Context: an optimization exercise on an open-source flow, tuned for small area. The choices shown serve that exercise and are no tape-out recipe.
Where RTL was checked, it was by simulation tests only, not by an equivalence proof against the original.
Only the layout flow was run in runs 2 to 5; the RTL was not checked for function there.
Power is estimated from default activity; no workload was simulated.

## flow/config.mk

```make
export PLATFORM = sky130hd
export DESIGN_NAME = ALU
export DESIGN_NICKNAME = ALU
export VERILOG_FILES = /design/flow/design.v
export SDC_FILE = /design/flow/constraint.sdc
export NUM_CORES = 4
export LEC_CHECK = 0
export CAP_MARGIN = 20
export CORE_MARGIN = 2
export CORE_UTILIZATION = 40
export SLEW_MARGIN = 20
```

## flow/constraint.sdc

```tcl
create_clock -name core_clock -period 15.0 [get_ports {clk}]
set_input_delay 3.0000 -clock core_clock [delete_from_list [all_inputs] [get_ports {clk}]]
set_output_delay 3.0000 -clock core_clock [all_outputs]
set_load 0.01 [all_outputs]
```

## flow/design.v

```verilog
module ALU(
    input clk,  
  input [7:0] A,B,  
  input [3:0] opcode, 
  output reg [7:0] out 
);
  reg [7:0] acc;
always@(posedge clk)  
    begin
      case(opcode)
            4'b0000:   
                acc = A + B;
            4'b0001:   
                acc = A - B;
            4'b0010:   
                acc = B * A;
            4'b0011:   
                acc = (B == 8'd0) ? 8'hFF : A / B;
        	4'b0100:  
              	acc= acc + A;
        	4'b0101:  
              	acc= acc * A;
        	4'b0110:  
              	acc= acc + (A * B);
        	4'b0111:  
              	acc= A << 1;
        	4'b1000:  
              	acc= A >> 1;
        	4'b1001:  
              	acc= A & B;
        	4'b1010:  
              	acc= A | B;
        	4'b1011:  
              	acc= A ^ B;
        	4'b1100:  
              	acc= ~(A & B);
        	4'b1101:  
              begin
                if(A == B)
                  acc= 8'hFF;
                else
                  acc=0;
              end
        	4'b1110:  
              begin
                if(A>B)
                  acc=8'hFF;
                else
                  acc=0;
              end
        	4'b1111:  
              begin
                if (A<B)
                  acc=8'hFF;
                else
                  acc= 0;
              end
            default: acc = A;
        endcase
        out = acc;
    end    
endmodule 
```

## flow/run.sh

```bash
#!/bin/bash
# synth_recipe.tcl (not shown) runs the flow's synth.tcl, then flattens the netlist and writes it again
# the make line also repeats each setting of config.mk as NAME=value (left out here)
make -C /OpenROAD-flow-scripts/flow DESIGN_CONFIG=/design/flow/config.mk WORK_HOME=/design/flow/orfs CLKGATE_MAP_FILE= SYNTH_SCRIPT=/design/flow/synth_recipe.tcl finish
```

==> results of run 1 <==
routing by layer:
metal | GRT usage (%) | wire length, um
met1 | 31.2 | 7150
met2 | 43.4 | 8160
met3 | 2.36 | 1210
met4 | 7.66 | 469
met5 | 0 | 0
logic make-up after synthesis:
group / synth area share (%)
xor+xnor: 9.58
fa+ha+maj: 34.7
simple gates: 19.2
flops: 3.06
compound gates: 21.8
buf+inv: 6.67
mux: 5.04
synthesized netlist by cell type (5+ instances only):
cell type / count / area (um^2)
ha_1: 102 / 1280
inv_1: 67 / 251
nor2_1: 57 / 214
nand2_1: 54 / 203
a21oi_1: 34 / 170
xnor2_1: 34 / 298
o21ai_0: 33 / 165
fa_1: 27 / 541
nor3_1: 25 / 125
o21a_1: 25 / 188
clkbuf_1: 24 / 90.1
and2_1: 19 / 119
a21o_1: 14 / 105
xor2_1: 13 / 114
nand2b_1: 10 / 62.6
mux2_2: 9 / 101
dfxtp_1: 8 / 160
mux2i_1: 8 / 80.1
nor2b_1: 8 / 50.1
a31oi_1: 7 / 43.8
o211ai_1: 6 / 45.0
a221oi_1: 5 / 43.8
nor3b_1: 5 / 37.5
layout make-up:
cell class	count	area [um^2]
fillers	1333	6890
multi-input cells	574	4730
repair buffers	43	393
inverters	68	255
well taps	172	215
flip-flops and latches	8	160
clock buffers	3	75.1
where the power goes:
part | internal, mW | switching, mW
clock network | 0.0346 | 0.0123
logic | 0.192 | 0.214
registers | 0.0276 | 0.0103
total | 0.254 | 0.236
worst register-to-register path: stages, from the launching register on:
cell,delay [ns]
dfxtp_1,0.57
and2_1,0.23
fa_1,0.18
inv_1,0.06
fa_1,0.52
inv_1,0.04
ha_1,0.27
inv_1,0.05
fa_1,0.53
inv_1,0.04
ha_1,0.32
a21o_1,0.17
a21oi_1,0.17
xnor3_1,0.25
xnor3_1,0.37
a22oi_1,0.18
o211ai_1,0.13
o22ai_1,0.20
o31ai_1,0.09
how the worst max path moves through the flow:
stage / start / to / slack, ns / cells past startpoint
2_1_floorplan: B[0] / out[0]$_DFF_P_ / 1.66 / 51
3_3_place_gp: B[2] / out[0]$_DFF_P_ / 0.81 / 52
6_report: B[2] / out[0]$_DFF_P_ / 0.89 / 51
4_1_cts: B[2] / out[0]$_DFF_P_ / 0.66 / 52
5_1_grt: B[2] / out[0]$_DFF_P_ / -0.004 / 51
3_5_place_dp: B[2] / out[0]$_DFF_P_ / 0.48 / 52
timing repair:
item	4_1_cts	5_1_grt
endpoints found under the setup margin	0	1
gates resized for setup	0	2
hold endpoints to repair	0	0
metrics by stage:
stage | setup slack, ns | instance area, um^2
finish | 0.886 | 5830
global route | -0.00406 | 5830
CTS | 0.663 | 5830
detailed placement | 0.483 | 5750
global placement | 0.807 | 5750
floorplan | 1.66 | 5240
cells in the final DEF (no fill, tap or decap), types with 25 or more instances in the layout:
master           count
ha_1               102
inv_1               67
nor2_1              57
nand2_1             54
xnor2_1             34
o21ai_0             33
a21oi_1             33
clkdlybuf4s50_1     28
fa_1                27
o21a_1              25
nor3_1              25
==> metrics.md, run 1 <==
| Metric | Value |
|---|---|
| Pin slew with the least headroom to its limit | `0.857 ns` |
| Die outline width | `118 um` |
| Most frequent cell on the critical path | `o21a_1` |
| Arrival time worst endpoint | `14.24 ns` |
| Number of vias per cell after detailed routing | `5.90` |
| H-tree levels | `1` |
| Number of distinct library cells after synthesis | `68` |
| Post-Route Setup TNS | `0 ns` |
| Initial core utilization | `41.2%` |
| Average instance area after synthesis | `7.76 um^2` |
| Hold slack final | `0.707 ns` |
| Number of rows in the core area | `41` |
| Largest net degree at the start of global routing | `35` |
| Critical R2R Launch | `out[0]$_DFF_P_` |
| Count of pins on the block boundary | `29` |
| Die outline area | `14000 um^2` |
| Net count of the finished layout | `848` |
| End of the worst register-to-register path | `out[7]$_DFF_P_` |
| Max-slew violations | `0` |
| Setup Fix Bufs, Post-CTS | `0` |
| Core region area | `12700 um^2` |
| Hold Violations, Final | `0` |
| Number of register bits inferred by synthesis | `8` |
| Worst-Skew Late Latency | `0.24 ns` |
| Worst max-slew margin expressed relative to the limit | `42.7%` |
| CP peak stage delay | `0.53 ns` |
| Hold-fix buffer count after cts | `0` |
| Period utilization | `94.1%` |
| Clock buffer count from CTS | `3` |
| Worst voltage drop across the vdd grid | `0.0000368 V` |
| Vertical die dimension | `118 um` |
| Dpl cells | `865` |
| Worst Skew | `0.00636 ns` |
| Final weighted congestion in routability-driven placement | `0.993` |
| Clock-pin slew on the worst setup and hold paths | `0.04 ns` |
| Main flop type after synthesis | `dfxtp_1` |
| Depth of the worst hold-timing path | `3` |
| CTS root buf | `clkbuf_16` |
| Number of sinks handled by clock tree synthesis | `8` |
| CTS tree | `built` |
| Drc violations | `0` |
| Number of flip-flops under the largest register name | `8` |
| Leakage | `2.76 nW` |
| Remaining antenna violation count after routing | `0` |
| Worst path bufs/invs | `1` |
| Routed wire length per instance | `19.6 um` |
| Non-filler instance count after layout | `868` |
| Kind of path behind the tightest hold check | `flip-flop to flip-flop` |
| Maximum clock rate | `0.0709 GHz` |
| Global-route total usage across every layer | `24.5%` |
| Number of global-route vias before repair | `5163` |
| Class of the most critical setup path | `input port to flip-flop` |
| Startpoint types | `input port` |
| Detailed-placement wirelength estimate | `13300 um` |
| Number of buffers on the longest clock path | `2` |
| Yosys warning total | `1` |
| Worst r2r path cells | `18` |
| Register-to-register setup slack | `10.49 ns` |
| Area grow syn2layout | `11.4%` |
| Category of the worst setup path capture point | `flip-flop` |
| Share of the core filled with cells in the final layout | `45.8%` |
| Start point of the worst hold path | `out[7]$_DFF_P_` |
| Global-route wire length before repair | `27400 um` |
| Initial antenna violation count | `0` |
| Crit-path leading delay family | `compound AO/OA/AOI/OAI gates` |
| GR Overflow Total | `0` |
| Post-synthesis cell area | `5240 um^2` |
| Post-detailed-routing wire length | `17000 um` |
| Final setup violation count | `0` |
| Starting DRT DRC Count | `467` |
| End point of the most critical hold path | `out[7]$_DFF_P_` |
| Async set-or-reset flop fraction in the synthesized netlist | `0%` |
| Count of vias placed by the detailed router | `5121` |
| Power density cells | `84.0 nW/um^2` |
| Minimum clock period | `14.11 ns` |
| Register area share after synthesis | `3.06%` |
| Power Total | `0.490 mW` |
| Cell at the slowest stage of the critical path | `clkdlybuf4s50_1` |
| Number of instances in the synthesized netlist | `675` |
| Ratio of cells with drive above 1 in the final layout | `5.89%` |
| Biggest fanout along the worst timing path | `12` |
| Max-capacitance violation count | `0` |
| Number of iterations in the first detailed-routing pass | `5` |
| Number of flops mapped to enable cells by yosys | `0` |
| Number of antenna cells inserted | `0` |
| IO buf count | `28` |
| Required @ worst endpoint | `15.13 ns` |
| Run status | `complete, no violations` |
| Total nets after synthesis | `825` |
==> run 2, diff against run 1 <==
==> flow/design.v (replaced) <==
module ALU(
  input            clk,
  input      [7:0] A, B,
  input      [3:0] opcode,
  output reg [7:0] out
);
  wire op_add  = (opcode == 4'd0);
  wire op_sub  = (opcode == 4'd1);
  wire op_mul  = (opcode == 4'd2);
  wire op_div  = (opcode == 4'd3);
  wire op_adda = (opcode == 4'd4);
  wire op_mula = (opcode == 4'd5);
  wire op_mac  = (opcode == 4'd6);
  wire op_rol  = (opcode == 4'd7);
  wire op_cmp  = (opcode[3:2] == 2'b11) & (opcode[1:0] != 2'b00);
  reg [7:0] x, c;
  always @* begin
    x = 8'd0;
    c = 8'd0;
    if (op_add)  begin x = 8'd1; c = B;   end
    if (op_sub | op_cmp) begin x = 8'd1; c = ~B; end
    if (op_adda) begin x = 8'd1; c = out; end
    if (op_mul)  begin x = B;             end
    if (op_mula) begin x = out;           end
    if (op_mac)  begin x = B;    c = out; end
    if (op_rol)  begin x = 8'd2;          end
    if (op_div)  begin c = A;             end
  end
  wire [7:0] y    = op_div ? ~B : A;
  wire       cin0 = op_div | op_sub | op_cmp;
  wire [8:1] hz;
  genvar w;
  generate
    for (w = 1; w <= 8; w = w + 1) begin : g_hz
      if (w == 8) begin : g_top
        assign hz[w] = 1'b1;
      end else begin : g_mid
        assign hz[w] = ~|B[7:w];
      end
    end
  endgenerate
  wire [7:0] r7;  wire [7:0] q;
  wire [7:0] rr [0:8];
  assign rr[8] = 8'd0;
  wire       cout0;
  genvar k, j;
  generate
    for (k = 7; k >= 0; k = k - 1) begin : g_row
      localparam integer W = 8 - k;
      wire [W-1:0] xx, ss;
      wire [W:0]   cc;
      if (W == 1) begin : g_x1
        assign xx = c[k];
      end else begin : g_xn
        assign xx = {rr[k+1][W-2:0], c[k]};
      end
      assign cc[0] = (k == 0) ? cin0 : op_div;
      for (j = 0; j < W; j = j + 1) begin : g_bit
        assign ss[j]   = xx[j] ^ y[j] ^ cc[j];
        assign cc[j+1] = (xx[j] & y[j]) | (cc[j] & (xx[j] ^ y[j]));
      end
      wire sel = op_div ? (cc[W] & hz[W]) : x[k];
      assign q[k] = sel;
      assign rr[k] = {{(8-W){1'b0}}, (sel ? ss : xx)};
      if (k == 0) begin : g_c0
        assign cout0 = cc[W];
      end
    end
  endgenerate
  wire ge = cout0;             
  wire eq = (A == B);
  always @(posedge clk) begin
    case (opcode)
      4'd3:    out <= q;
      4'd8:    out <= {1'b0, A[7:1]};
      4'd9:    out <= A & B;
      4'd10:   out <= A | B;
      4'd11:   out <= A ^ B;
      4'd12:   out <= ~(A & B);
      4'd13:   out <= {8{eq}};
      4'd14:   out <= {8{ge & ~eq}};
      4'd15:   out <= {8{~ge}};
      default: out <= rr[0];
    endcase
  end
endmodule
==> run 2 against run 1 <==
Effect of this change:
- now fails the layout checks on setup timing
- flip-flop and latch count did not move
- utilization rose by 21 points
- wire length fell by 29%
- area after synthesis fell by 44%
- sequential share of layout area rose by 0.60 points
- hold slack improved by 0.23 ns
- final cell count fell by 27%
- setup slack got worse by 4.5 ns
- combinational power fell by 37%
- sequential power fell by 11%
- global-route usage rose by 5.1 points
- critical path depth rose by 23
- largest cell class unchanged
==> metrics.md, run 2 <==
| Metric | Value |
|---|---|
| Initial antenna violation count | `0 (unchanged)` |
| Power density cells | `66.5 nW/um^2 (-21%)` |
| Start point of the worst hold path | `out[0]$_DFF_P_` |
| Clock-pin slew on the worst setup and hold paths | `0.05 ns (about the same)` |
| Dpl cell area | `4180 um^2 (-27%)` |
| Vertical die dimension | `89.8 um (-24%)` |
| Setup crit start | `opcode[2]` |
| Crit-path leading delay family | `adder cells` |
| Final worst slack | `-3.58 ns (-4.47 ns)` |
| Ratio of cells with drive above 1 in the final layout | `47.0% (+41 points)` |
| Cell types with the largest area share after synthesis | `fa_1 (24%), ha_1 (6.8%), dfxtp_1 (5.4%)` |
| Hold-fix buffer count after cts | `0 (unchanged)` |
| Number of rows in the core area | `31 (-24%)` |
| H-tree levels | `1 (unchanged)` |
| Switching share of total power | `44.7% (-3.5 points)` |
| Max-capacitance violation count | `0 (unchanged)` |
| Kind of path behind the tightest hold check | `flip-flop to flip-flop` |
| Share of the core filled with cells in the final layout | `66.7% (+21 points)` |
| Starting DRT DRC Count | `328 (-30%)` |
| Most frequent cells in the layout | `buf_4 (138), nand2_1 (30), inv_1 (29), fa_2 (29), nor2_1 (25)` |
| CTS root buf | `clkbuf_8` |
| Post-synthesis cell area | `2950 um^2 (-44%)` |
| Arrival time worst endpoint | `18.72 ns (+4.48 ns)` |
| Class of the most critical setup path | `input port to flip-flop` |
| Hold slack final | `0.938 ns (+0.231 ns)` |
| Pin slew with the least headroom to its limit | `0.779 ns (-0.0780 ns)` |
| Final Instance Area | `4780 um^2 (-18%)` |
| Biggest fanout along the worst timing path | `5 (-7)` |
| Count of vias placed by the detailed router | `3579 (-30%)` |
| Post-synth top area cell | `fa_1` |
| Number of buffers on the longest clock path | `2 (unchanged)` |
| Relative contribution of sequential cells to total power | `10.6% (+2.9 points)` |
| Maximum clock rate | `0.0538 GHz (-24%)` |
| Largest net degree at the start of global routing | `38 (+8.6%)` |
| Register area share after synthesis | `5.44% (+2.4 points)` |
| Layout violations | `setup timing` |
| Number of sinks handled by clock tree synthesis | `8 (unchanged)` |
| Worst path bufs/invs | `13 (+12)` |
| Cell at the slowest stage of the critical path | `fa_2` |
| Pint | `0.176 mW (-31%)` |
| Remaining antenna violation count after routing | `0 (unchanged)` |
| CP peak stage delay | `0.41 ns (-0.12 ns)` |
| Average instance area after synthesis | `7.73 um^2 (-0.35%)` |
| Drc violations | `0 (unchanged)` |
| Number of register bits inferred by synthesis | `8 (unchanged)` |
| IO buf count | `28 (unchanged)` |
| Hold Violations, Final | `0 (unchanged)` |
| Period utilization | `124% (+30 points)` |
| Total of fill cells in the finished design | `619 (-54%)` |
| Number of antenna cells inserted | `0 (unchanged)` |
| Number of iterations in the first detailed-routing pass | `5 (unchanged)` |
| Unrepaired setup endpoints after global routing | `true` |
| Most frequent cell on the critical path | `fa_2` |
| Proportion of power drawn by the clock network | `9.3% (-0.3 points)` |
| Worst Skew | `0.00297 ns (-0.00339 ns)` |
| Number of flops mapped to enable cells by yosys | `0 (unchanged)` |
| Global-route total usage across every layer | `29.6% (+5.1 points)` |
| Switching power of the nets | `0.142 mW (-40%)` |
| Initial core utilization | `41.0% (-0.11 points)` |
| Final weighted congestion in routability-driven placement | `0.936 (-5.7%)` |
| Most frequent standard cell in the layout excluding fill and tap cells | `buf_4` |
| CTS tree | `built` |
| Max-slew violations | `0 (unchanged)` |
| Number of flip-flops under the largest register name | `8 (unchanged)` |
| Die outline width | `89.8 um (-24%)` |
| Startpoint types | `input port` |
| Worst voltage drop across the vdd grid | `0.0000614 V (+67%)` |
| Detailed-placement wirelength estimate | `8670 um (-35%)` |
| Number of global-route vias before repair | `3638 (-30%)` |
| Leakage | `2.07 nW (-25%)` |
| Net count of the finished layout | `607 (-28%)` |
| Core region area | `7180 um^2 (-44%)` |
| Area grow syn2layout | `62.4%` |
| Run status | `complete, but fails checks` |
| Die outline area | `8070 um^2 (-42%)` |
| Yosys warning total | `1 (unchanged)` |
| Cell with the most instances after synthesis | `inv_1` |
| Count of pins on the block boundary | `29 (unchanged)` |
| Total nets after synthesis | `454 (-45%)` |
| Area fraction of the dominant cell type after synthesis | `24.5% (+0.096 points)` |
| GR Overflow Total | `0 (unchanged)` |
| Most frequent cells after synthesis | `inv_1 (41), fa_1 (36), nand2_1 (34)` |
| Routed wire length per instance | `19.0 um (-2.9%)` |
| Pre-CTS setup slack | `-4.83 ns (-5.32 ns)` |
| Required @ worst endpoint | `15.13 ns (about the same)` |
| Critical R2R Launch | `out[7]$_DFF_P_` |
| Async set-or-reset flop fraction in the synthesized netlist | `0% (unchanged)` |
| Global-route wire length before repair | `18900 um (-31%)` |
| Main flop type after synthesis | `dfxtp_1` |
| Number of instances in the synthesized netlist | `381 (-44%)` |
| Number of vias per cell after detailed routing | `5.67 (-3.9%)` |
| Post-detailed-routing wire length | `12000 um (-29%)` |
| Final setup violation count | `8 (+8)` |
| Number of distinct library cells after synthesis | `64 (-5.9%)` |
| Minimum clock period | `18.58 ns (+4.47 ns)` |
| Worst-Skew Late Latency | `0.25 ns (about the same)` |
| Category of the worst setup path capture point | `flip-flop` |
| Clock buffer count from CTS | `3 (unchanged)` |
| Worst max-slew margin expressed relative to the limit | `47.9% (+5.2 points)` |
| Combinational Power Share | `80.1% (-2.6 points)` |
## run 2: layer usage
| metal | share of wire (%) | vias up | global-route usage, % | wire (um) |
|---|---|---|---|---|
| li1 | - | 1659 | - | - |
| met1 | 41 | 1722 | 39.6 | 4930 |
| met2 | 47 | 171 | 47.3 | 5640 |
| met3 | 9.2 | 27 | 7.38 | 1100 |
| met4 | 2.7 | 0 | 9.49 | 320 |
| met5 | 0 | - | 0 | 0 |
## run 2: layout make-up
type,instances,area (um^2),area share (%)
multi-input cells,308,2920,60.9
repair buffers,171,1380,28.9
flip-flops and latches,8,160,3.35
inverters,42,160,3.35
well taps,99,124,2.59
clock buffers,3,41.3,0.863
## run 2: per-stage QoR
stage | total power, mW | instances | setup TNS, ns
finish | 0.318 | 631 | -28.29
global route | 0.342 | 631 | -33.68
CTS | 0.298 | 626 | -27.82
detailed placement | 0.247 | 584 | -37.81
global placement | 0.243 | 584 | -36.69
floorplan | 0.158 | 381 | -30.72
## run 2: cells by family after synthesis
logic type | share of synthesized area (%)
adders and majority gates | 31.3
buffers and inverters | 8.96
muxes | 7.39
and+or+nand+nor | 18.9
AOI/OAI and AO/OA | 28.1
DFF | 5.44
## run 2: power groups by stage
stage          combinational [mW]  clock, mW  sequential [mW]
6_report                    0.255     0.0295           0.0337
2_1_floorplan               0.126          0           0.0328
3_5_place_dp                0.214          0           0.0334
4_1_cts                     0.237     0.0286           0.0330
5_1_grt                     0.279     0.0295           0.0338
3_3_place_gp                0.210          0           0.0334
## run 2: tightest hold or removal path, cell delays in order (launching register included)
cell	delay (ns)
dfxtp_1	0.34
a21oi_1	0.13
o22ai_1	0.08
o21ai_0	0.11
mux2_2	0.18
o21ai_1	0.05
## run 2: path summary, 6_finish.rpt
kind	end	slack, ns	cells after the start
worst max-delay path	out[2]$_DFF_P_	-3.58	74
worst min-delay path	out[0]$_DFF_P_	0.94	5
worst max register to register	out[2]$_DFF_P_	-0.96	73
worst min register to register	out[0]$_DFF_P_	0.94	5
## run 2: what timing repair did
item,4_1_cts,5_1_grt
cloned,1,0
gates resized for setup,61,27
endpoints found under the setup margin,8,8
setup buffers,38,5
pin swaps,54,18
==> run 3, diff against run 2 <==
==> flow/design.v (replaced) <==
module ALU(
  input            clk,
  input      [7:0] A, B,
  input      [3:0] opcode,
  output reg [7:0] out
);
  wire op_div  = (opcode == 4'd3);
  wire op_cmp  = (opcode[3:2] == 2'b11) & (opcode[1:0] != 2'b00);
  reg [7:0] x;
  always @* begin
    case (opcode)
      4'd0, 4'd1, 4'd4,
      4'd13, 4'd14, 4'd15: x = 8'd1;
      4'd2, 4'd6:          x = B;
      4'd5:                x = out;
      4'd7:                x = 8'd2;
      default:             x = 8'd0;
    endcase
  end
  reg [3:0] t;       
  reg       use_acc, use_sr;
  always @* begin
    t = 4'b0000; use_acc = 1'b0; use_sr = 1'b0;
    case (opcode)
      4'd0:                t = 4'b1010;    
      4'd1, 4'd13,
      4'd14, 4'd15:        t = 4'b0101;    
      4'd3:                t = 4'b1100;    
      4'd4, 4'd6:          use_acc = 1'b1;
      4'd8:                use_sr = 1'b1;
      4'd9:                t = 4'b1000;    
      4'd10:               t = 4'b1110;    
      4'd11:               t = 4'b0110;    
      4'd12:               t = 4'b0111;    
      default:             t = 4'b0000;
    endcase
  end
  wire [7:0] asr = {1'b0, A[7:1]};
  reg  [7:0] c;
  integer i;
  always @* begin
    for (i = 0; i < 8; i = i + 1)
      c[i] = t[{A[i], B[i]}] | (use_acc & out[i]) | (use_sr & asr[i]);
  end
  wire [7:0] y    = op_div ? ~B : A;
  wire       cin0 = op_div | op_cmp | (opcode == 4'd1);
  wire [7:0] q;
  wire [7:0] rr [0:8];
  assign rr[8] = 8'd0;
  wire       cout0;
  genvar k, j;
  generate
    for (k = 7; k >= 0; k = k - 1) begin : g_row
      localparam integer W = 8 - k;
      wire [W-1:0] xx, ss;
      wire [W:0]   cc;
      if (W == 1) begin : g_x1
        assign xx = c[k];
      end else begin : g_xn
        assign xx = {rr[k+1][W-2:0], c[k]};
      end
      assign cc[0] = (k == 0) ? cin0 : op_div;
      for (j = 0; j < W; j = j + 1) begin : g_bit
        assign ss[j]   = xx[j] ^ y[j] ^ cc[j];
        if (W <= 5) begin : g_fa assign cc[j+1] = (xx[j] & y[j]) | (cc[j] & (xx[j] ^ y[j])); end else begin : g_mx assign cc[j+1] = y[j] ? (xx[j] | cc[j]) : (xx[j] & cc[j]); end
      end
      wire hz;
      if (W == 8) begin : g8
        assign hz = 1'b1;
      end else begin : gn
        assign hz = ~|B[7:W];
      end
      wire sel = op_div ? (cc[W] & hz) : x[k];
      assign q[k] = sel;
      assign rr[k] = {{(8-W){1'b0}}, (sel ? ss : xx)};
      if (k == 0) begin : g_c0
        assign cout0 = cc[W];
      end
    end
  endgenerate
  wire eq = ~|rr[0];
  reg  flag;
  always @* begin
    case (opcode[1:0])
      2'd1:    flag = eq;
      2'd2:    flag = cout0 & ~eq;
      default: flag = ~cout0;
    endcase
  end
  always @(posedge clk) begin
    if (op_div)      out <= q;
    else if (op_cmp) out <= {8{flag}};
    else             out <= rr[0];
  end
endmodule
==> run 3 against run 2 <==
Effect of this change:
- critical path type unchanged
- area after synthesis grew 45%
- clock skew decreased by 0.0010 ns
- register-to-register slack better by 2.9 ns
- the layout still fails its checks (setup timing)
- wire length grew 59%
- synthesized cell count is 57% higher
- clock power down 13%
- clock-buffer cell count did not move
- die area is 43% higher
- utilization fell by 1.7 points
- flip-flop and latch count unchanged
- non-clock buffer count up 64
==> metrics.md, run 3 <==
| Metric | Value |
|---|---|
| Run status | `complete, but fails checks` |
| Layout violations | `setup timing` |
| Number of instances in the synthesized netlist | `600 (+57%)` |
| Most frequent standard cell in the layout excluding fill and tap cells | `buf_4` |
| Category of the worst setup path capture point | `flip-flop` |
| CTS root buf | `clkbuf_8` |
| Worst-Skew Late Latency | `0.23 ns (-0.02 ns)` |
| Register-to-register setup slack | `1.91 ns (+2.87 ns)` |
| Post-detailed-routing wire length | `19000 um (+59%)` |
| Most frequent cell on the critical path | `fa_2` |
| Clock buffer count from CTS | `3 (unchanged)` |
| Power density cells | `89.3 nW/um^2 (+34%)` |
| Remaining antenna violation count after routing | `0 (unchanged)` |
| Starting DRT DRC Count | `603 (+84%)` |
| IO buf count | `28 (unchanged)` |
| Number of register bits inferred by synthesis | `8 (unchanged)` |
| Total of fill cells in the finished design | `915 (+48%)` |
| Required @ worst endpoint | `15.11 ns (-0.02 ns)` |
| Clock-pin slew on the worst setup and hold paths | `0.04 ns (about the same)` |
| Number of distinct library cells after synthesis | `106 (+66%)` |
| H-tree levels | `1 (unchanged)` |
| Number of vias per cell after detailed routing | `6.26 (+10%)` |
| Cell with the most instances after synthesis | `nand2_1` |
| Post-synth top area cell | `nand2_1` |
| Vertical die dimension | `107 um (+20%)` |
| Combinational Power Share | `88.0% (+7.9 points)` |
| Total nets after synthesis | `640 (+41%)` |
| CP peak stage delay | `0.59 ns (+0.18 ns)` |
| Power Total | `0.602 mW (+89%)` |
| Number of flip-flops under the largest register name | `8 (unchanged)` |
| Cell types with the largest area share after synthesis | `nand2_1 (6.3%), fa_1 (6.1%), xnor2_1 (5.9%)` |
| Worst Skew | `0.00197 ns (-0.000995 ns)` |
| Count of vias placed by the detailed router | `5856 (+64%)` |
| Yosys warning total | `1 (unchanged)` |
| Final setup violation count | `8 (unchanged)` |
| Final weighted congestion in routability-driven placement | `1.06 (+13%)` |
| Number of flops mapped to enable cells by yosys | `0 (unchanged)` |
| Count of pins on the block boundary | `29 (unchanged)` |
| Pin slew with the least headroom to its limit | `1.01 ns (+0.236 ns)` |
| Class of the most critical setup path | `input port to flip-flop` |
| Die outline width | `107 um (+20%)` |
| Ratio of cells with drive above 1 in the final layout | `42.4% (-4.6 points)` |
| Hold-fix buffer count after cts | `0 (unchanged)` |
| Final Instance Area | `6740 um^2 (+41%)` |
| Critical R2R Launch | `out[7]$_DFF_P_` |
| Number of iterations in the first detailed-routing pass | `6 (+1)` |
| GR Overflow Total | `0 (unchanged)` |
| Arrival time worst endpoint | `16.29 ns (-2.43 ns)` |
| Dpl cells | `902 (+54%)` |
| Maximum clock rate | `0.0618 GHz (+15%)` |
| Initial antenna violation count | `0 (unchanged)` |
| Die outline area | `11500 um^2 (+43%)` |
| Period utilization | `108% (-16 points)` |
| Number of sinks handled by clock tree synthesis | `8 (unchanged)` |
| Start point of the worst hold path | `out[0]$_DFF_P_` |
| Hold Violations, Final | `0 (unchanged)` |
| Routed wire length per instance | `20.3 um (+7.0%)` |
| Pint | `0.309 mW (+75%)` |
| Share of the core filled with cells in the final layout | `65.0% (-1.7 points)` |
| Worst voltage drop across the vdd grid | `0.000109 V (+77%)` |
| Max-capacitance violation count | `0 (unchanged)` |
| Area grow syn2layout | `57.5%` |
| Non-filler instance count after layout | `936 (+48%)` |
| Register area share after synthesis | `3.74% (-1.7 points)` |
| Global-route wire length before repair | `29100 um (+55%)` |
| Post-synthesis cell area | `4280 um^2 (+45%)` |
| Unrepaired setup endpoints after global routing | `true` |
| Number of buffers on the longest clock path | `2 (unchanged)` |
| Most frequent cells in the layout | `buf_4 (204), nand2_1 (64), nor2_1 (48)` |
| Startpoint types | `input port` |
| Area fraction of the dominant cell type after synthesis | `6.32% (-18 points)` |
| Net count of the finished layout | `842 (+39%)` |
| Global-route total usage across every layer | `31.7% (+2.1 points)` |
| Number of global-route vias before repair | `5637 (+55%)` |
| Initial core utilization | `41.3% (+0.21 points)` |
| Biggest fanout along the worst timing path | `5 (unchanged)` |
| Number of rows in the core area | `37 (+19%)` |
| Relative contribution of sequential cells to total power | `7.7% (-2.9 points)` |
| Detailed-placement wirelength estimate | `14800 um (+71%)` |
| Drc violations | `0 (unchanged)` |
| Most frequent cells after synthesis | `nand2_1 (72), nor2_1 (53), a21oi_1 (31)` |
| Async set-or-reset flop fraction in the synthesized netlist | `0% (unchanged)` |
| Main flop type after synthesis | `dfxtp_1` |
| Core region area | `10400 um^2 (+45%)` |
| Final worst slack | `-1.18 ns (+2.40 ns)` |
| Dpl cell area | `6160 um^2 (+48%)` |
| Largest net degree at the start of global routing | `25 (-34%)` |
| Setup crit start | `opcode[0]` |
| Switching power of the nets | `0.293 mW (+110%)` |
| Cell at the slowest stage of the critical path | `or4_4` |
| Max-slew violations | `0 (unchanged)` |
| Kind of path behind the tightest hold check | `flip-flop to flip-flop` |
| Switching share of total power | `48.7% (+4.0 points)` |
| Leakage | `2.85 nW (+38%)` |
| Average instance area after synthesis | `7.13 um^2 (-7.8%)` |
| Worst max-slew margin expressed relative to the limit | `32.1% (-16 points)` |
| CTS tree | `built` |
| Proportion of power drawn by the clock network | `4.3% (-5.0 points)` |
| Number of antenna cells inserted | `0 (unchanged)` |
| Minimum clock period | `16.18 ns (-2.40 ns)` |
run 3: changes by cell type in the layout (fill, tap and decap cells not counted), sizes merged, moves of 9 or more:
cell   delta
inv      -16
fa       -23
nor4     +13
ha       -10
nor2     +23
xor2      +9
xnor2    +29
a31oi    +11
buf      +61
nand2    +37
run 3: worst paths after layout:
path,endpoint,depth (start not counted)
worst max-delay path,out[3]$_DFF_P_,65
worst min register to register,out[0]$_DFF_P_,6
worst min-delay path,out[0]$_DFF_P_,6
worst max register to register,out[3]$_DFF_P_,61
run 3: power groups by stage:
stage,combinational (mW),clock [mW],sequential [mW]
global route,0.563,0.0276,0.0460
CTS,0.492,0.0260,0.0450
floorplan,0.274,0,0.0430
detailed placement,0.467,0,0.0453
global placement,0.457,0,0.0455
finish,0.529,0.0257,0.0464
run 3: per-layer routing:
layer	vias to the layer above	wire (um)	global-route usage, %
li1	2705	-	-
met1	2793	8050	42.6
met2	304	8920	54.2
met3	54	1580	3.69
met4	0	483	7.78
met5	-	0	0
run 3: stage by stage:
step | setup slack, ns | TNS [ns] | hold slack [ns]
final | -1.18 | -8.42 | 1.09
after global routing | -1.53 | -11.23 | 1.16
after CTS | -1.23 | -9.35 | 1.07
after detailed placement | -1.85 | -13.85 | 1.06
after global placement | -1.48 | -10.89 | 1.04
after floorplan | -1.14 | -7.11 | 0.942
run 3: cells by family (layout without fill, tap and decap cells):
logic type	Yosys count	count (layout)	share of synthesized area, %
and+or+nand+nor	241	241	30.2
AOI/OAI and AO/OA	211	211	39.0
buffers and inverters	65	265	6.61
xor gates and xnor gates	38	38	7.78
adders and majority gates	23	23	8.86
muxes	14	14	3.80
DFF	8	8	3.74
run 3: critical path, delay by kind of cell:
family                   cells  cell delay, ns
AO/OA/AOI/OAI               23            4.41
adder cells (fa/ha/maj)     12            3.62
AND/OR/NAND/NOR             15            2.96
buffers and inverters        9            0.94
multiplexers                 3            0.87
XOR/XNOR                     3            0.44
run 3: final cells by class:
cell class | count | area [um^2] | area share [%]
inverters | 27 | 105 | 1.56
clock buffers | 3 | 41.3 | 0.613
well taps | 136 | 170 | 2.53
repair buffers | 235 | 1850 | 27.4
multi-input cells | 527 | 4410 | 65.5
flip-flops and latches | 8 | 160 | 2.38
run 3: repair_timing:
item,CTS,global route
gates resized for setup,27,46
setup endpoints to repair,8,8
setup buffers,18,14
pin swaps,39,31
endpoints found under the hold margin,0,0
==> run 4, diff against run 3 <==
--- a/flow/config.mk
+++ b/flow/config.mk
@@ -7,2 +7,3 @@
 export LEC_CHECK = 0
+export ABC_AREA = 1
 export CAP_MARGIN = 20
==> run 4 against run 3 <==
Effect of this change:
- now clean on timing, DRC and antenna
- maximum frequency is 15% higher
- via count is 32% lower
- combinational power decreased by 39%
- sequential power decreased by 19%
- synthesized cell count fell by 10%
- wire length decreased by 44%
- clock-buffer cell count did not move
- final cell count fell by 16%
- global-route usage is 6.5 points lower
- critical path depth grew 32
==> metrics.md, run 4 <==
| Metric | Value |
|---|---|
| Minimum clock period | `14.05 ns (-2.13 ns)` |
| Starting DRT DRC Count | `224 (-63%)` |
| Hold Violations, Final | `0 (unchanged)` |
| Xor/xnor share of the synthesized area | `5.16% (-2.6 points)` |
| Final weighted congestion in routability-driven placement | `1.00 (-5.0%)` |
| Power Total | `0.388 mW (-35%)` |
| Final worst slack | `0.954 ns (+2.13 ns)` |
| Number of global-route vias before repair | `3760 (-33%)` |
| Most frequent cells in the layout | `nand2_1 (162), buf_4 (123), inv_1 (73)` |
| Category of the worst setup path capture point | `flip-flop` |
| Drc violations | `0 (unchanged)` |
| Run status | `complete, no violations` |
| Leakage | `2.51 nW (-12%)` |
| Depth of the worst hold-timing path | `6 (unchanged)` |
| Max-capacitance violation count | `0 (unchanged)` |
| Worst voltage drop across the vdd grid | `0.0000638 V (-41%)` |
| Biggest fanout along the worst timing path | `8 (+3)` |
| Maximum clock rate | `0.0712 GHz (+15%)` |
| Cell at the slowest stage of the critical path | `clkdlybuf4s50_1` |
| Clock buffer count from CTS | `3 (unchanged)` |
| Yosys warning total | `1 (unchanged)` |
| GR Overflow Total | `0 (unchanged)` |
| Number of distinct library cells after synthesis | `46 (-57%)` |
| Hold-fix buffer count after cts | `0 (unchanged)` |
| Clock-pin slew on the worst setup and hold paths | `0.05 ns (about the same)` |
| Main combinational cell family by area after synthesis | `simple AND/OR/NAND/NOR gates` |
| Worst r2r path cells | `94 (+54%)` |
| Initial core utilization | `41.7% (+0.43 points)` |
| Most frequent cells after synthesis | `nand2_1 (188), inv_1 (76), nand3_1 (48)` |
| Global-route wire length before repair | `17500 um (-40%)` |
| Worst-Skew Late Latency | `0.23 ns (about the same)` |
| Most frequent cell on the critical path | `nand2_2` |
| Number of flip-flops under the largest register name | `8 (unchanged)` |
| Main flop type after synthesis | `dfxtp_1` |
| Class of the most critical setup path | `input port to flip-flop` |
| Global-route total usage across every layer | `25.2% (-6.5 points)` |
| Post-detailed-routing wire length | `10600 um (-44%)` |
| Number of rows in the core area | `31 (-16%)` |
| Ratio of cells with drive above 1 in the final layout | `38.0% (-4.3 points)` |
| Count of vias placed by the detailed router | `3960 (-32%)` |
| Adder-cell share of the synthesized area | `11.0% (+2.1 points)` |
| Basic-gate share of the synthesized area counting and, or, nand and nor cells | `49.4% (+19 points)` |
| Count of pins on the block boundary | `29 (unchanged)` |
| CTS root buf | `clkbuf_8` |
| Pre-CTS setup slack | `-0.501 ns (+1.35 ns)` |
| Share of the core filled with cells in the final layout | `63.4% (-1.5 points)` |
| Worst Skew | `0.00884 ns (+0.00687 ns)` |
| Cell with the most instances after synthesis | `nand2_1` |
| Die outline area | `8350 um^2 (-28%)` |
| Post-synth top area cell | `nand2_1` |
| Net count of the finished layout | `731 (-13%)` |
| Largest net degree at the start of global routing | `25 (unchanged)` |
| Async set-or-reset flop fraction in the synthesized netlist | `0% (unchanged)` |
| Number of flops mapped to enable cells by yosys | `0 (unchanged)` |
| Register area share after synthesis | `5.24% (+1.5 points)` |
| Routed wire length per instance | `13.5 um (-34%)` |
| Arrival time worst endpoint | `14.16 ns (-2.13 ns)` |
| Startpoint types | `input port` |
| Non-filler instance count after layout | `788 (-16%)` |
| Kind of path behind the tightest hold check | `flip-flop to flip-flop` |
| Number of iterations in the first detailed-routing pass | `5 (-1)` |
| Average instance area after synthesis | `5.67 um^2 (-20%)` |
| Post-synthesis compound-gate area fraction | `15.5% (-24 points)` |
| Required @ worst endpoint | `15.11 ns (about the same)` |
| Initial antenna violation count | `0 (unchanged)` |
| H-tree levels | `1 (unchanged)` |
| Number of sinks handled by clock tree synthesis | `8 (unchanged)` |
| Max-slew violations | `0 (unchanged)` |
| Remaining antenna violation count after routing | `0 (unchanged)` |
| Area grow syn2layout | `52.2%` |
| Worst max-slew margin expressed relative to the limit | `31.2% (-0.89 points)` |
| Detailed-placement wirelength estimate | `8540 um (-42%)` |
| Most frequent standard cell in the layout excluding fill and tap cells | `nand2_1` |
| Number of buffers on the longest clock path | `2 (unchanged)` |
| Core region area | `7330 um^2 (-29%)` |
| Period utilization | `93.6% (-14 points)` |
| Dpl cells | `773 (-14%)` |
| Vertical die dimension | `91.4 um (-15%)` |
| Post-Route Setup TNS | `0 ns (+8.42 ns)` |
| Number of register bits inferred by synthesis | `8 (unchanged)` |
| Total nets after synthesis | `579 (-9.5%)` |
| Post-synthesis cell area | `3060 um^2 (-29%)` |
| Number of antenna cells inserted | `0 (unchanged)` |
| Final setup violation count | `0 (-8)` |
| Pin slew with the least headroom to its limit | `1.02 ns (+0.0103 ns)` |
| CP peak stage delay | `0.54 ns (-0.05 ns)` |
| Cell types with the largest area share after synthesis | `nand2_1 (23%), inv_1 (9.3%), fa_1 (8.5%)` |
| CTS tree | `built` |
| Die outline width | `91.4 um (-15%)` |
| Fraction of synthesized area in multiplexers | `1.31% (-2.5 points)` |
| Number of vias per cell after detailed routing | `5.03 (-20%)` |
| Number of instances in the synthesized netlist | `539 (-10%)` |
| IO buf count | `28 (unchanged)` |
| Area fraction of the dominant cell type after synthesis | `23.1% (+17 points)` |
| Power density cells | `83.5 nW/um^2 (-6.5%)` |
==> run 4: cell types whose count changed after synthesis, moves of 15 or more <==
cell      previous run  this run
nand2_1             72       188
inv_1               25        76
nand3_1             10        48
nor2_1              53        24
xnor2_1             29         3
nand2_2              0        21
clkbuf_1            18         2
a21oi_1             31        16
==> run 4: through the flow <==
step                      cell area [um^2]  hold slack, ns
final                                 4650           0.852
after global routing                  4650           0.917
after CTS                             4360           0.847
after detailed placement              4270           0.832
after global placement                4270           0.850
after floorplan                       3060           0.774
==> run 4: where the power goes <==
| group | internal (mW) | leakage, nW | switching (mW) |
|---|---|---|---|
| clock | 0.0174 | 0.0216 | 0.00900 |
| sequential | 0.0290 | 0.0675 | 0.00834 |
| combinational | 0.155 | 2.42 | 0.169 |
| total | 0.202 | 2.51 | 0.187 |
==> run 4: path summary, 6_finish.rpt <==
check                        end  slack [ns]           start
hold reg to reg   out[0]$_DFF_P_        0.85  out[0]$_DFF_P_
hold / removal    out[0]$_DFF_P_        0.85  out[0]$_DFF_P_
setup / recovery  out[0]$_DFF_P_        0.95            A[7]
setup reg to reg  out[0]$_DFF_P_        4.11  out[7]$_DFF_P_
==> run 4: logic make-up after synthesis <==
| kind of cell | after synthesis |
|---|---|
| and+or+nand+nor | 321 |
| buffers and inverters | 95 |
| AOI/OAI and AO/OA | 74 |
| adders and majority gates | 19 |
| xor gates and xnor gates | 18 |
| DFF | 8 |
| muxes | 4 |
==> run 4: final cells by class <==
class,instances,area [um^2]
Fill cell,668,2680
Sequential cell,8,160
Inverter,89,337
Tap cell,99,124
Multi-Input combinational cell,437,2770
Clock buffer,3,41.3
Timing Repair Buffer,152,1220
==> run 4: per-layer routing <==
| layer | part of all wire (%) | GRT usage (%) | up-vias | wire length [um] |
|---|---|---|---|---|
| met3 | 4.2 | 2.41 | 22 | 444 |
| met2 | 48 | 43.8 | 104 | 5120 |
| li1 | - | - | 2013 | - |
| met1 | 45 | 33.4 | 1821 | 4740 |
| met4 | 2.8 | 6.06 | 0 | 294 |
| met5 | 0 | 0 | - | 0 |
==> run 4: what timing repair did <==
item                       CTS  global route
resized for setup           12            66
buffers inserted             1            10
setup endpoints to repair    8             8
pin swaps                    4            19
cloned                       1             0
==> run 4: worst max-delay path: cells and delay by family <==
| family | cells | cell delay, ns |
|---|---|---|
| AOI/OAI and AO/OA | 4 | 0.32 |
| adders and majority gates | 11 | 3.25 |
| buffers and inverters | 14 | 1.54 |
| muxes | 2 | 0.56 |
| and+or+nand+nor | 66 | 5.50 |
==> run 5, diff against run 4 <==
--- a/flow/config.mk
+++ b/flow/config.mk
@@ -11,2 +11,3 @@
 export CORE_UTILIZATION = 40
+export GPL_TIMING_DRIVEN = 0
 export SLEW_MARGIN = 20
==> run 5 against run 4 <==
Effect of this change:
- largest power group unchanged
- clock-buffer cell count is the same
- still clean on timing, DRC and antenna
- critical path depth rose by 6
- first-iteration DRC count decreased by 25%
- maximum frequency is 1.9% lower
- synthesized cell count stayed put
- critical endpoint is now out[2]$_DFF_P_
==> metrics.md, run 5 <==
| Metric | Value |
|---|---|
| Number of rows in the core area | `31 (unchanged)` |
| Most frequent standard cell in the layout excluding fill and tap cells | `nand2_1` |
| Final weighted congestion in routability-driven placement | `0.948 (-5.6%)` |
| Final setup violation count | `0 (unchanged)` |
| Number of buffers on the longest clock path | `2 (unchanged)` |
| Basic-gate share of the synthesized area counting and, or, nand and nor cells | `49.4% (unchanged)` |
| CTS root buf | `clkbuf_8` |
| Most frequent cells in the layout | `nand2_1 (150), inv_1 (69), nand2_2 (52)` |
| Detailed-placement wirelength estimate | `8010 um (-6.3%)` |
| Required @ worst endpoint | `15.11 ns (about the same)` |
| Drc violations | `0 (unchanged)` |
| Starting DRT DRC Count | `168 (-25%)` |
| Area grow syn2layout | `34.3%` |
| Post-detailed-routing wire length | `10800 um (+1.7%)` |
| Wire length the detailed router placed on met1 | `4840 um (+2.2%)` |
| Max-slew violations | `0 (unchanged)` |
| Dpl cells | `666 (-14%)` |
| Ratio of cells with drive above 1 in the final layout | `32.9% (-5.1 points)` |
| Fraction of synthesized area in multiplexers | `1.31% (unchanged)` |
| Number of instances in the synthesized netlist | `539 (unchanged)` |
| Hold Violations, Final | `0 (unchanged)` |
| Remaining antenna violation count after routing | `0 (unchanged)` |
| Max-capacitance violation count | `0 (unchanged)` |
| Met2 wire length | `5310 um (+3.5%)` |
| Hold-fix buffer count after cts | `0 (unchanged)` |
| IO buf count | `28 (unchanged)` |
| Die outline width | `91.4 um (unchanged)` |
| Most frequent cells after synthesis | `nand2_1 (188), inv_1 (76), nand3_1 (48)` |
| Main flop type after synthesis | `dfxtp_1` |
| Initial antenna violation count | `0 (unchanged)` |
| Number of iterations in the first detailed-routing pass | `5 (unchanged)` |
| Vertical die dimension | `91.4 um (unchanged)` |
| Biggest fanout along the worst timing path | `8 (unchanged)` |
| H-tree levels | `1 (unchanged)` |
| CTS tree | `built` |
| Post-Route Setup TNS | `0 ns (unchanged)` |
| Global-route wire length before repair | `16600 um (-5.4%)` |
| CP peak stage delay | `0.39 ns (-0.15 ns)` |
| Pin slew with the least headroom to its limit | `0.961 ns (-0.0636 ns)` |
| Most frequent cell on the critical path | `nand2_2` |
| Minimum clock period | `14.32 ns (+0.272 ns)` |
| Post-synthesis cell area | `3060 um^2 (unchanged)` |
| Number of flip-flops under the largest register name | `8 (unchanged)` |
| Register-to-register setup slack | `3.85 ns (-0.26 ns)` |
| Start point of the worst hold path | `out[0]$_DFF_P_` |
| Yosys warning total | `1 (unchanged)` |
| Period utilization | `95.4% (+1.8 points)` |
| Clock buffer count from CTS | `3 (unchanged)` |
| Register area share after synthesis | `5.24% (unchanged)` |
| Class of the most critical setup path | `input port to flip-flop` |
| Worst r2r path cells | `96 (+2.1%)` |
| Xor/xnor share of the synthesized area | `5.16% (unchanged)` |
| GR Overflow Total | `0 (unchanged)` |
| Number of flops mapped to enable cells by yosys | `0 (unchanged)` |
| Average instance area after synthesis | `5.67 um^2 (unchanged)` |
| Arrival time worst endpoint | `14.43 ns (+0.27 ns)` |
| Startpoint types | `input port` |
| Power Total | `0.343 mW (-12%)` |
| Adder-cell share of the synthesized area | `11.0% (unchanged)` |
| Largest net degree at the start of global routing | `15 (-40%)` |
| Core region area | `7330 um^2 (unchanged)` |
| Routed wire length per instance | `15.3 um (+14%)` |
| Cell types with the largest area share after synthesis | `nand2_1 (23%), inv_1 (9.3%), fa_1 (8.5%)` |
| Net count of the finished layout | `646 (-12%)` |
| Main combinational cell family by area after synthesis | `simple AND/OR/NAND/NOR gates` |
| Number of antenna cells inserted | `0 (unchanged)` |
| Met3 wire len | `464 um (+4.5%)` |
| Count of vias placed by the detailed router | `3760 (-5.1%)` |
| Number of sinks handled by clock tree synthesis | `8 (unchanged)` |
| Leakage | `2.11 nW (-16%)` |
| Number of vias per cell after detailed routing | `5.35 (+6.4%)` |
| Depth of the worst hold-timing path | `6 (unchanged)` |
| Post-synthesis compound-gate area fraction | `15.5% (unchanged)` |
| Initial core utilization | `41.7% (unchanged)` |
| Post-synth top area cell | `nand2_1` |
| Die outline area | `8350 um^2 (unchanged)` |
| Number of global-route vias before repair | `3410 (-9.3%)` |
| Cell with the most instances after synthesis | `nand2_1` |
| Kind of path behind the tightest hold check | `flip-flop to flip-flop` |
| Hold slack final | `0.915 ns (+0.0626 ns)` |
| Global-route total usage across every layer | `24.3% (-0.90 points)` |
| Area fraction of the dominant cell type after synthesis | `23.1% (unchanged)` |
| Async set-or-reset flop fraction in the synthesized netlist | `0% (unchanged)` |
| Run status | `complete, no violations` |
| Clock-pin slew on the worst setup and hold paths | `0.04 ns (about the same)` |
| Total nets after synthesis | `579 (unchanged)` |
| Worst voltage drop across the vdd grid | `0.0000519 V (-19%)` |
| Non-filler instance count after layout | `703 (-11%)` |
| Worst Skew | `0.00569 ns (-0.00314 ns)` |
| Number of register bits inferred by synthesis | `8 (unchanged)` |
| Cell at the slowest stage of the critical path | `fa_2` |
| Number of distinct library cells after synthesis | `46 (unchanged)` |
| Maximum clock rate | `0.0698 GHz (-1.9%)` |
| End point of the most critical hold path | `out[0]$_DFF_P_` |
| End of the worst register-to-register path | `out[2]$_DFF_P_` |
| Critical R2R Launch | `out[7]$_DFF_P_` |
| Category of the worst setup path capture point | `flip-flop` |
| Count of pins on the block boundary | `29 (unchanged)` |
| Worst-Skew Late Latency | `0.23 ns (about the same)` |
| Worst max-slew margin expressed relative to the limit | `35.5% (+4.3 points)` |
| Highest metal used | `met4` |
| Power density cells | `83.6 nW/um^2 (+0.13%)` |
[run 5: cell counts after synthesis]
Identical to the previous run, type by type.
[run 5: critical path: cells and delay by family]
| family | cells | cell delay [ns] |
|---|---|---|
| AND/OR/NAND/NOR | 68 | 5.54 |
| AO/OA/AOI/OAI | 6 | 0.81 |
| buffers and inverters | 15 | 1.05 |
| adder cells (fa/ha/maj) | 12 | 3.54 |
| multiplexers | 2 | 0.49 |
[run 5: repair_timing]
| action | CTS | global route |
|---|---|---|
| pin swaps | 9 | 37 |
| setup buffers | 10 | 23 |
| setup endpoints to repair | 8 | 8 |
| resized for setup | 33 | 89 |
| cloned | 1 | 0 |
[run 5: how the worst max path moves through the flow]
stage / cells past startpoint / from / end / slack, ns
after global routing: 92 / opcode[1] / out[2]$_DFF_P_ / -0.16
after CTS: 104 / opcode[0] / out[2]$_DFF_P_ / 0.03
after detailed placement: 98 / opcode[0] / out[2]$_DFF_P_ / -1.27
after global placement: 100 / opcode[0] / out[2]$_DFF_P_ / -1.19
after floorplan: 101 / opcode[0] / out[0]$_DFF_P_ / 1.10
final: 103 / opcode[1] / out[2]$_DFF_P_ / 0.68
[run 5: per-stage QoR]
stage	area, um^2	utilization [%]	setup WS, ns
global placement	3460	47.2	-1.19
global route	4100	56.0	-0.158
detailed placement	3460	47.2	-1.27
CTS	3680	50.2	0.0332
finish	4100	56.0	0.683
floorplan	3060	-	1.10
[run 5: per-layer routing]
metal / global-route usage, % / vias up
met3: 2.24 / 15
li1: - / 1848
met2: 42.5 / 110
met4: 3.91 / 0
met5: 0 / -
met1: 32.8 / 1787
[run 5: cell families after synthesis]
family | count (synthesis)
DFF | 8
adders and majority gates | 19
and+or+nand+nor | 321
AOI/OAI and AO/OA | 74
xor gates and xnor gates | 18
muxes | 4
buffers and inverters | 95
[run 5: final cells by class]
cell class,instances,area (um^2)
fillers,750,3230
multi-input cells,437,2870
repair buffers,61,523
inverters,89,337
flip-flops and latches,8,160
well taps,99,124
plain buffers,6,48.8
clock buffers,3,41.3
[run 5: power by group]
group	internal (mW)	total, mW	switching [mW]	leakage [nW]
Combinational	0.113	0.280	0.167	2.03
Clock	0.0174	0.0263	0.00891	0.0216
Sequential	0.0290	0.0367	0.00765	0.0675
==> run 6, diff against run 5 <==
--- a/flow/design.v
+++ b/flow/design.v
@@ -64,3 +64,3 @@
         assign ss[j]   = xx[j] ^ y[j] ^ cc[j];
-        if (W <= 5) begin : g_fa assign cc[j+1] = (xx[j] & y[j]) | (cc[j] & (xx[j] ^ y[j])); end else begin : g_mx assign cc[j+1] = y[j] ? (xx[j] | cc[j]) : (xx[j] & cc[j]); end
+        assign cc[j+1] = y[j] ? (xx[j] | cc[j]) : (xx[j] & cc[j]);
       end
--- a/flow/config.mk
+++ b/flow/config.mk
@@ -7,3 +7,2 @@
 export LEC_CHECK = 0
-export ABC_AREA = 1
 export CAP_MARGIN = 20
@@ -11,3 +10,2 @@
 export CORE_UTILIZATION = 40
-export GPL_TIMING_DRIVEN = 0
 export SLEW_MARGIN = 20
==> run 6 against run 5 <==
Effect of this change:
- maximum frequency grew 0.97%
- die area increased by 52%
- combinational power grew 31%
- final area increased by 26%
- hold slack improved by 0.0073 ns
- clock power rose by 68%
- sequential share of layout area decreased by 0.81 points
- largest cell class unchanged
- still clean on timing, DRC and antenna
- clock skew down 0.0049 ns
- largest power group unchanged
==> metrics.md, run 6 <==
| Metric | Value |
|---|---|
| Final setup violation count | `0 (unchanged)` |
| Drc violations | `0 (unchanged)` |
| Main combinational cell family by area after synthesis | `compound AO/OA/AOI/OAI gates` |
| CTS tree | `built` |
| Maximum clock rate | `0.0705 GHz (+0.97%)` |
| Minimum clock period | `14.18 ns (-0.138 ns)` |
| Clock-pin slew on the worst setup and hold paths | `0.04 ns (about the same)` |
| Routed wire length per instance | `21.1 um (+38%)` |
| Global-route wire length before repair | `28300 um (+71%)` |
| Number of flops mapped to enable cells by yosys | `0 (unchanged)` |
| Post-Route Setup TNS | `0 ns (unchanged)` |
| Register area share after synthesis | `3.38% (-1.9 points)` |
| Die outline area | `12700 um^2 (+52%)` |
| Post-detailed-routing wire length | `17700 um (+64%)` |
| Required @ worst endpoint | `15.10 ns (about the same)` |
| Number of global-route vias before repair | `5234 (+53%)` |
| Remaining antenna violation count after routing | `0 (unchanged)` |
| Power density cells | `87.8 nW/um^2 (+5.0%)` |
| Die outline width | `113 um (+23%)` |
| Cell with the most instances after synthesis | `nand2_1` |
| Most frequent cells in the layout | `nand2_1 (66), nor2_1 (53), a21oi_1 (50)` |
| Pint | `0.210 mW (+32%)` |
| Relative contribution of sequential cells to total power | `9.7% (-1.0 points)` |
| Period utilization | `94.5% (-0.92 points)` |
| Worst voltage drop across the vdd grid | `0.0000966 V (+86%)` |
| Proportion of power drawn by the clock network | `9.7% (+2.0 points)` |
| Class of the most critical setup path | `input port to flip-flop` |
| Starting DRT DRC Count | `549 (+230%)` |
| Average instance area after synthesis | `6.83 um^2 (+20%)` |
| Crit-path leading delay family | `compound AO/OA/AOI/OAI gates` |
| Cell at the slowest stage of the critical path | `clkdlybuf4s50_1` |
| Number of antenna cells inserted | `0 (unchanged)` |
| Run status | `complete, no violations` |
| Worst max-slew margin expressed relative to the limit | `34.0% (-1.4 points)` |
| Switching share of total power | `53.9% (+0.35 points)` |
| Area grow syn2layout | `9.30%` |
| Detailed-placement wirelength estimate | `13600 um (+69%)` |
| Number of distinct library cells after synthesis | `100 (+120%)` |
| Async set-or-reset flop fraction in the synthesized netlist | `0% (unchanged)` |
| Ratio of cells with drive above 1 in the final layout | `9.78% (-23 points)` |
| Startpoint types | `input port` |
| Vertical die dimension | `113 um (+23%)` |
| Final weighted congestion in routability-driven placement | `0.959 (+1.1%)` |
| Clock buffer count from CTS | `3 (unchanged)` |
| Net count of the finished layout | `723 (+12%)` |
| H-tree levels | `1 (unchanged)` |
| Register-to-register setup slack | `4.54 ns (+0.69 ns)` |
| Total nets after synthesis | `720 (+24%)` |
| Hold slack final | `0.922 ns (+0.00732 ns)` |
| IO buf count | `28 (unchanged)` |
| Number of register bits inferred by synthesis | `8 (unchanged)` |
| Cell types with the largest area share after synthesis | `xnor2_1 (6.1%), a21oi_1 (5.3%), nand2_1 (5.2%)` |
| Worst Skew | `0.000761 ns (-0.00493 ns)` |
| Basic-gate share of the synthesized area counting and, or, nand and nor cells | `29.8% (-20 points)` |
| Switching power of the nets | `0.245 mW (+33%)` |
| Most frequent standard cell in the layout excluding fill and tap cells | `nand2_1` |
| Pin slew with the least headroom to its limit | `0.979 ns (+0.0177 ns)` |
| Largest net degree at the start of global routing | `36 (+21)` |
| Worst-Skew Late Latency | `0.23 ns (about the same)` |
| Post-synthesis cell area | `4740 um^2 (+55%)` |
| Setup Fix Bufs, Post-CTS | `0 (-10)` |
| Core region area | `11500 um^2 (+56%)` |
| Cell depth of the worst setup path | `38 (-63%)` |
| Adder-cell share of the synthesized area | `2.38% (-8.6 points)` |
| Initial core utilization | `41.3% (-0.37 points)` |
| Post-synthesis compound-gate area fraction | `45.0% (+29 points)` |
| Worst r2r path cells | `35 (-64%)` |
| Depth of the worst hold-timing path | `4 (-2)` |
| Initial antenna violation count | `0 (unchanged)` |
| Number of iterations in the first detailed-routing pass | `6 (+1)` |
| Number of vias per cell after detailed routing | `6.84 (+28%)` |
| Category of the worst setup path capture point | `flip-flop` |
| Unrepaired setup endpoints after global routing | `false` |
| Number of flip-flops under the largest register name | `8 (unchanged)` |
| Number of instances in the synthesized netlist | `694 (+29%)` |
| Number of buffers on the longest clock path | `2 (unchanged)` |
| Global-route total usage across every layer | `27.0% (+2.7 points)` |
| Max-capacitance violation count | `0 (unchanged)` |
| Worst path bufs/invs | `2 (-13)` |
| Hold Violations, Final | `0 (unchanged)` |
| Fraction of synthesized area in multiplexers | `6.68% (+5.4 points)` |
| Xor/xnor share of the synthesized area | `7.55% (+2.4 points)` |
| Most frequent cells after synthesis | `nand2_1 (66), nor2_1 (53), a21oi_1 (50)` |
| Count of vias placed by the detailed router | `5734 (+53%)` |
| Kind of path behind the tightest hold check | `flip-flop to flip-flop` |
| Biggest fanout along the worst timing path | `10 (+2)` |
| Main flop type after synthesis | `dfxtp_1` |
| Arrival time worst endpoint | `14.28 ns (-0.15 ns)` |
| Area fraction of the dominant cell type after synthesis | `6.10% (-17 points)` |
| Number of rows in the core area | `39 (+26%)` |
| Combinational Power Share | `80.6% (-1.0 points)` |
| Post-synth top area cell | `xnor2_1` |
| GR Overflow Total | `0 (unchanged)` |
| Count of pins on the block boundary | `29 (unchanged)` |
| Number of sinks handled by clock tree synthesis | `8 (unchanged)` |
| Max-slew violations | `0 (unchanged)` |
| CP peak stage delay | `0.68 ns (+0.29 ns)` |
| Leakage | `1.84 nW (-13%)` |
| CTS root buf | `clkbuf_16` |
| Yosys warning total | `1 (unchanged)` |
-- run 6: changes by cell type after synthesis, moves of 21 or more --
cell	delta
nor3_1	+21
xnor2_1	+30
nand3_1	-29
clkbuf_1	+29
nand2_1	-122
nor2_1	+29
inv_1	-63
nand2_2	-21
a21oi_1	+34
-- run 6: tightest hold or removal path, stage by stage, from the launching register on --
cell and delay (ns):
dfxtp_1 0.34, nand2_1 0.15, a311oi_1 0.18, a21oi_1 0.13, o21ai_1 0.07
-- run 6: repair_timing --
action | CTS | global route
hold buffers | 0 | 0
resized for setup | 0 | 1
endpoints found under the setup margin | 0 | 1
-- run 6: final timing paths --
path / startpoint / endpoint
worst min register to register: out[7]$_DFF_P_ / out[7]$_DFF_P_
worst max-delay path: opcode[1] / out[6]$_DFF_P_
worst min-delay path: out[7]$_DFF_P_ / out[7]$_DFF_P_
worst max register to register: out[6]$_DFF_P_ / out[6]$_DFF_P_
-- run 6: kinds of logic after synthesis --
kind of cell	Yosys count
buf+inv	56
flops	8
simple gates	269
xor+xnor	40
mux	26
fa+ha+maj	10
compound gates	285
-- run 6: metal layers --
| metal | vias to the layer above | GRT usage [%] | wire (um) |
|---|---|---|---|
| met5 | - | 0 | 0 |
| met2 | 294 | 43.4 | 7860 |
| met1 | 2693 | 37.9 | 7790 |
| met3 | 41 | 2.89 | 1550 |
| li1 | 2706 | - | - |
| met4 | 0 | 8.21 | 514 |
-- run 6: final cells by class --
type,count,area [um^2]
Clock buffer,3,75.1
Fill cell,1166,6290
Inverter,13,48.8
Multi-Input combinational cell,630,4340
Sequential cell,8,160
Tap cell,143,179
Timing Repair Buffer,41,378
-- run 6: metrics by stage --
step	area (um^2)	setup WS, ns	total power [mW]	cells	util (%)
6_report	5180	0.820	0.455	838	45.2
5_1_grt	5180	0.124	0.486	838	45.2
4_1_cts	5170	0.990	0.447	838	45.1
3_5_place_dp	5100	0.779	0.400	835	44.4
3_3_place_gp	5100	1.05	0.395	835	44.4
2_1_floorplan	4740	2.61	0.305	694	-
-- run 6: power groups by stage --
stage               combinational (mW)  clock [mW]  sequential (mW)
finish                           0.366      0.0441           0.0442
global route                     0.396      0.0461           0.0443
CTS                              0.359      0.0448           0.0430
detailed placement               0.357           0           0.0431
global placement                 0.352           0           0.0428
floorplan                        0.262           0           0.0421
==> run 7, diff against run 6 <==
--- a/flow/config.mk
+++ b/flow/config.mk
@@ -7,2 +7,3 @@
 export LEC_CHECK = 0
+export ABC_AREA = 1
 export CAP_MARGIN = 20
@@ -10,2 +11,3 @@
 export CORE_UTILIZATION = 40
+export GPL_TIMING_DRIVEN = 0
 export SLEW_MARGIN = 20
==> run 7 against run 6 <==
Effect of this change:
- still clean on timing, DRC and antenna
- critical path depth up 44
- die area down 31%
- wire length down 39%
- final cell count down 13%
- clock power down 34%
- flip-flop and latch count unchanged
- power down 30%
- hold slack worse by 0.13 ns
- area after synthesis down 32%
- global-route usage down 2.2 points
- sequential share of layout area up 1.3 points
- critical path type unchanged
- critical endpoint unchanged
- largest cell class unchanged
- largest power group unchanged
==> metrics.md, run 7 <==
| Metric | Value |
|---|---|
| CTS root buf | `clkbuf_8` |
| Post-Route Setup TNS | `0 ns (unchanged)` |
| Max-capacitance violation count | `0 (unchanged)` |
| Number of antenna cells inserted | `0 (unchanged)` |
| Biggest fanout along the worst timing path | `10 (unchanged)` |
| Number of flip-flops under the largest register name | `8 (unchanged)` |
| Post-synth top area cell | `nand2_1` |
| Final setup violation count | `0 (unchanged)` |
| Area fraction of the dominant cell type after synthesis | `25.6% (+19 points)` |
| Most frequent cells in the layout | `nand2_1 (219), nand3_1 (73), inv_1 (60)` |
| Die outline area | `8770 um^2 (-31%)` |
| Register area share after synthesis | `4.98% (+1.6 points)` |
| Cell at the slowest stage of the critical path | `clkdlybuf4s50_1` |
| Global-route wire length before repair | `17300 um (-39%)` |
| Drc violations | `0 (unchanged)` |
| Power density cells | `87.6 nW/um^2 (-0.26%)` |
| Most frequent standard cell in the layout excluding fill and tap cells | `nand2_1` |
| Final weighted congestion in routability-driven placement | `0.944 (-1.6%)` |
| Number of register bits inferred by synthesis | `8 (unchanged)` |
| Routed wire length per instance | `14.8 um (-30%)` |
| Number of sinks handled by clock tree synthesis | `8 (unchanged)` |
| Worst max-slew margin expressed relative to the limit | `44.3% (+10 points)` |
| Net count of the finished layout | `652 (-9.8%)` |
| Unrepaired setup endpoints after global routing | `false` |
| Period utilization | `78.0% (-17 points)` |
| Final worst slack | `3.30 ns (+2.48 ns)` |
| Number of flops mapped to enable cells by yosys | `0 (unchanged)` |
| Cell types with the largest area share after synthesis | `nand2_1 (26%), nand3_1 (11%), xor2_1 (10%)` |
| Minimum clock period | `11.70 ns (-2.48 ns)` |
| Pin slew with the least headroom to its limit | `0.830 ns (-0.149 ns)` |
| Number of global-route vias before repair | `3453 (-34%)` |
| Arrival time worst endpoint | `11.83 ns (-2.45 ns)` |
| Setup Fix Bufs, Post-CTS | `0 (unchanged)` |
| H-tree levels | `1 (unchanged)` |
| Clock-pin slew on the worst setup and hold paths | `0.05 ns (about the same)` |
| Class of the most critical setup path | `input port to flip-flop` |
| Number of buffers on the longest clock path | `2 (unchanged)` |
| Power Total | `0.319 mW (-30%)` |
| Main flop type after synthesis | `dfxtp_1` |
| Kind of path behind the tightest hold check | `flip-flop to flip-flop` |
| Worst voltage drop across the vdd grid | `0.0000380 V (-61%)` |
| GR Overflow Total | `0 (unchanged)` |
| Total nets after synthesis | `621 (-14%)` |
| Initial antenna violation count | `0 (unchanged)` |
| Starting DRT DRC Count | `303 (-45%)` |
| Number of rows in the core area | `32 (-18%)` |
| Clock buffer count from CTS | `3 (unchanged)` |
| Maximum clock rate | `0.0855 GHz (+21%)` |
| Number of instances in the synthesized netlist | `595 (-14%)` |
| Number of distinct library cells after synthesis | `40 (-60%)` |
| Dpl cell area | `3600 um^2 (-29%)` |
| Required @ worst endpoint | `15.13 ns (+0.03 ns)` |
| Post-synthesis cell area | `3220 um^2 (-32%)` |
| Detailed-placement wirelength estimate | `8630 um (-36%)` |
| Area grow syn2layout | `13.3%` |
| Die outline width | `93.7 um (-17%)` |
| Run status | `complete, no violations` |
| CTS tree | `built` |
| Most frequent cells after synthesis | `nand2_1 (219), nand3_1 (73), inv_1 (60)` |
| Pre-CTS setup slack | `3.13 ns (+2.35 ns)` |
| Core region area | `7770 um^2 (-32%)` |
| Share of the core filled with cells in the final layout | `46.9% (+1.8 points)` |
| Startpoint types | `input port` |
| Non-filler instance count after layout | `726 (-13%)` |
| Post-cts sizing count | `0 (unchanged)` |
| Category of the worst setup path capture point | `flip-flop` |
| Async set-or-reset flop fraction in the synthesized netlist | `0% (unchanged)` |
| Largest net degree at the start of global routing | `11 (-69%)` |
| CP peak stage delay | `0.54 ns (-0.14 ns)` |
==> run 7: power by group <==
| part | switching [mW] | internal, mW |
|---|---|---|
| logic | 0.157 | 0.0961 |
| registers | 0.00785 | 0.0294 |
| clock network | 0.0114 | 0.0177 |
| total | 0.176 | 0.143 |
==> run 7: area by class of cell <==
| cell class | count | area (um^2) | share of cell area (%) |
|---|---|---|---|
| Sequential cell | 8 | 160 | 4.39 |
| Multi-Input combinational cell | 509 | 2760 | 75.7 |
| Tap cell | 102 | 128 | 3.50 |
| Timing Repair Buffer | 26 | 260 | 7.14 |
| Inverter | 71 | 267 | 7.31 |
| Clock buffer | 3 | 41.3 | 1.13 |
| Buffer | 7 | 31.3 | 0.858 |
==> run 7: path summary, 6_finish.rpt <==
path                   from             end  slack [ns]  cells past startpoint
max               opcode[0]  out[6]$_DFF_P_        3.30                     82
max reg2reg  out[7]$_DFF_P_  out[6]$_DFF_P_        7.18                     75
min reg2reg  out[7]$_DFF_P_  out[7]$_DFF_P_        0.79                      5
min          out[7]$_DFF_P_  out[7]$_DFF_P_        0.79                      5
==> run 7: cell families after synthesis <==
logic type / synth area share, %
AO/OA/AOI/OAI: 13.1
XOR/XNOR: 12.0
adder cells (fa/ha/maj): 1.95
buffers and inverters: 9.26
flip-flops: 4.98
AND/OR/NAND/NOR: 58.7
==> run 7: routing by layer <==
metal,track usage (%),vias to the layer above,wire length (um)
met4,4.23,0,100
met1,34.4,1759,4940
met3,3.05,8,688
met2,41.6,133,5000
li1,-,1989,-
met5,0,-,0
==> run 7: worst max-delay path, delay by kind of cell <==
family,cells,cell delay (ns)
compound gates,4,0.79
fa+ha+maj,1,0.37
buf+inv,5,0.90
simple gates,72,6.75

## re-timing with driven ports
The results above use ideal ports. As a check the final layouts listed here were re-extracted and re-timed, cells and wires unchanged.
Step 1, drivers: a clkbuf_16 drives clk and a buf_2 each remaining input, both assumed.
Step 2, shift: input delay + t, output delay - t, t = (earliest + latest rising clock arrival at the registers) / 2. This alone moves slack from input paths to output paths.
Slacks: ideal ports / drivers / drivers and shift; pairs: ideal ports / drivers.
run | t (ns) | setup WS [ns] | hold WS [ns] | worst data-port slew with drivers (ns)
run 1 | 0.271 | 0.886 / 0.902 / 0.631 | 0.707 / 0.707 / 0.707 | 0.03
run 2 | 0.266 | -3.583 / -3.605 / -3.870 | 0.938 / 0.938 / 0.938 | 0.06
run 3 | 0.245 | -1.178 / -1.229 / -1.474 | 1.091 / 1.091 / 1.091 | 0.06
run 4 | 0.251 | 0.954 / 0.944 / 0.693 | 0.852 / 0.852 / 0.852 | 0.04
run 5 | 0.254 | 0.683 / 0.678 / 0.424 | 0.915 / 0.915 / 0.915 | 0.04
run 6 | 0.252 | 0.820 / 0.810 / 0.558 | 0.922 / 0.922 / 0.922 | 0.04
run 7 | 0.264 | 3.301 / 3.300 / 3.037 | 0.787 / 0.787 / 0.787 | 0.04
The setup slack of run 3, which loses most, moves by -0.051 ns with the drivers and by -0.296 ns with both steps.
